Background: an optimization exercise with open tools, aiming at small area. Do not read the settings as production practice. At most, simulation tests tie the RTL to the original design; equivalence was not proved.

## CPU
module CPU (
    input  logic        clk, rst_n,
    output logic [13:0] imem_addr,
    input  logic [31:0] imem_rdata,
    output logic [13:0] dmem_addr,
    output logic [31:0] dmem_wdata,
    output logic        dmem_we,
    input  logic [31:0] dmem_rdata,
    input  logic [7:0]  switches1, switches2, switches3,
    input  logic        bt1, bt2, bt3, bt4, bt5,
    input  logic [4:0]  kb_idx,
    output logic [7:0]  led1_out, led2_out,
    output logic [31:0] seg1_out
);
Size: roughly 3600 flip-flops.
clock: 200.0 ns
lec_check: 0
abc_area: 1
cap_margin: 30
core_margin: 2
core_utilization: 63
cts_buf_list: sky130_fd_sc_hd__clkbuf_8
cts_cluster_diameter: 60
cts_cluster_size: 14
place_density: 0.72
slew_margin: 30
run.sh (not shown) runs the stock make flow with config.mk's settings and CLKGATE_MAP_FILE= SYNTH_SCRIPT=/design/flow/synth_recipe.tcl, a recipe that flattens the netlist after the stock synthesis.
The starting point finished with timing, DRC and antenna clean.
Next try:
--- a/flow/design.v
+++ b/flow/design.v
@@ -242,17 +242,17 @@
     logic        m_we, m_re, m_rw;
     logic [31:0] w_data;                   
     logic [4:0]  w_rd;
     logic        w_rw;
     logic icache_stall, dcache_stall, hz_stall, predict_fail;
     logic [31:0] old_pc;
     logic        old_branch, old_actual;
     logic ph_p, ph_n;
-    always_ff @(posedge clk) ph_p <= ~ph_p;
+    always_ff @(posedge clk) ph_p <= !rst && !ph_p;
     always_ff @(negedge clk) ph_n <= ph_p;
     wire ph1 = ph_p ^ ph_n;
     logic [15:0] ic_v;
     logic [15:0][9:0]  ic_tag;
     logic [15:0][31:0] ic_dat;
     logic [1:0]  ic_rs;
     wire [3:0] ic_off = pc[5:2];
     wire [9:0] ic_t   = pc[15:6];
Global-route usage rises by 0.25 points. Wire length rises by 0.70%. Clock-buffer cell count falls by 4. Cell area is about the same. Utilization stays flat. Flip-flop and latch count is unchanged.

Another version of the RTL of CPU (not shown whole).
Size in the first run: roughly 18,000 cells after synthesis, ~3,600 flip-flops, ~210 I/O pins, ~190,000 µm² of cells after synthesis.
Settings: LEC_CHECK=0, ABC_AREA=1, CAP_MARGIN=20, CORE_MARGIN=2, CORE_UTILIZATION=55, CTS_BUF_LIST=sky130_fd_sc_hd__clkbuf_4 sky130_fd_sc_hd__clkbuf_8, PLACE_DENSITY=0.65, SLEW_MARGIN=20; clock period 200.0 ns.
Next try:
--- a/flow/design.v
+++ b/flow/design.v
@@ -71,16 +71,14 @@
             assign cb[k+1] = cc[N] | (cb[k] & (&s0));
         end
         assign co = cb[NB];
     end
 endmodule
 module mc_div (
-    input  logic        clk,
     input  logic [31:0] x, y,
     input  logic        isdiv,    
-    input  logic        ph1,
     output logic [31:0] res
 );
     wire sa = x[31], sb = y[31];
     logic [31:0] ua, ub;
     for (genvar i = 0; i < 32; i++) begin : gabs
         if (i == 0) begin : g0
@@ -93,48 +91,44 @@
     logic [32:0] hz;
     assign hz[32] = 1'b1;
     for (genvar w = 1; w < 32; w++) begin : ghz
         assign hz[w] = sb ? ((&y[31:w]) & (|y[w-1:0])) : ~(|y[31:w]);
     end
     assign hz[0] = ~(|y);
-    logic [31:0] dr;           
-    logic [31:0] R [0:15];
-    logic [15:0] q;
+    logic [31:0] R [0:31];
+    logic [31:0] q;
     logic [31:0] rp0, d0;      
-    for (genvar r = 0; r < 16; r++) begin : row
-        localparam int W = r + 17;
+    for (genvar k = 31; k >= 0; k--) begin : row
+        localparam int W = 32 - k;
         logic [W-1:0] rp, d;
-        wire nbit = ph1 ? ua[31-r] : ua[15-r];
-        if (r == 0) begin : g0
-            assign rp = {(ph1 ? 16'b0 : dr[31:16]), nbit};
+        if (W == 1) begin : g1
+            assign rp = ua[k];
         end else begin : gn
-            assign rp = {R[r-1][W-2:0], nbit};
+            assign rp = {R[k+1][W-2:0], ua[k]};
         end
         logic co;
-        mc_sub #(.W(W), .FB(11), .B(8)) sub (.a(rp), .b(ub[W-1:0]), .d(d), .co(co));
-        assign q[15-r] = co & hz[W];
+        mc_sub #(.W(W), .FB(22), .B(10)) sub (.a(rp), .b(ub[W-1:0]), .d(d), .co(co));
+        assign q[k] = co & hz[W];
         if (W < 32) begin : gpad
-            assign R[r] = {{(32-W){1'b0}}, (q[15-r] ? d : rp)};
+            assign R[k] = {{(32-W){1'b0}}, (q[k] ? d : rp)};
         end else begin : gfull
-            assign R[r] = q[15-r] ? d : rp;
+            assign R[k] = q[k] ? d : rp;
             assign rp0 = rp;
             assign d0  = d;
         end
     end
-    always_ff @(negedge clk) dr <= {R[15][15:0], q};
-    wire [31:0] qa = {dr[15:0], q};
     wire negq = (sa ^ sb) & ~hz[0];
     logic [31:0] qr, rr;
     for (genvar i = 0; i < 32; i++) begin : gout
         if (i == 0) begin : g0
-            assign qr[i] = qa[i];
-            assign rr[i] = R[15][i];
+            assign qr[i] = q[i];
+            assign rr[i] = R[0][i];
         end else begin : gn
-            wire t = qa[0] ? (|d0[i-1:0]) : (|rp0[i-1:0]);
-            assign qr[i] = qa[i] ^ (negq & (|qa[i-1:0]));
-            assign rr[i] = R[15][i] ^ (sa & t);
+            wire t = q[0] ? (|d0[i-1:0]) : (|rp0[i-1:0]);
+            assign qr[i] = q[i] ^ (negq & (|q[i-1:0]));
+            assign rr[i] = R[0][i] ^ (sa & t);
         end
     end
     assign res = isdiv ? qr : rr;
 endmodule
 module mc_mul (
     input  logic        clk,
@@ -552,13 +546,13 @@
     for (genvar i = 0; i < 32; i++) begin : grev2
         assign shl[i] = shr[31-i];
     end
     logic [63:0] prod;
     mc_mul mul (.clk(clk), .a(s1c), .b(s2c), .s(aluop == 4'd11), .ph1(ph1), .p(prod));
     logic [31:0] dres;
-    mc_div div (.clk(clk), .x(s1c), .y(s2c), .isdiv(aluop == 4'd14), .ph1(ph1), .res(dres));
+    mc_div div (.x(s1c), .y(s2c), .isdiv(aluop == 4'd14), .res(dres));
     logic [31:0] alu_res;
     always_comb begin
         case (aluop)
             4'd0:  alu_res = x & y;
             4'd1:  alu_res = x | y;
             4'd2:  alu_res = x ^ y;
Result: Via count rises by 3.3%. Sequential cell count falls by 32. Global-route usage went up by 0.86 points. Synthesized cell count climbs by 2.3%. Cell area went up by 5.8%. Die area went up by 1.3%. Synthesized area rose by 1.3%. Routed wire length rises by 2.8%. Clock-buffer cell count came out lower by 30. Final cell count rose by 6.8%. Core utilization came out higher by 2.9 points. Non-clock buffer count grows by 1209.
Function not checked in the second run of this note: the RTL went through the layout flow alone.
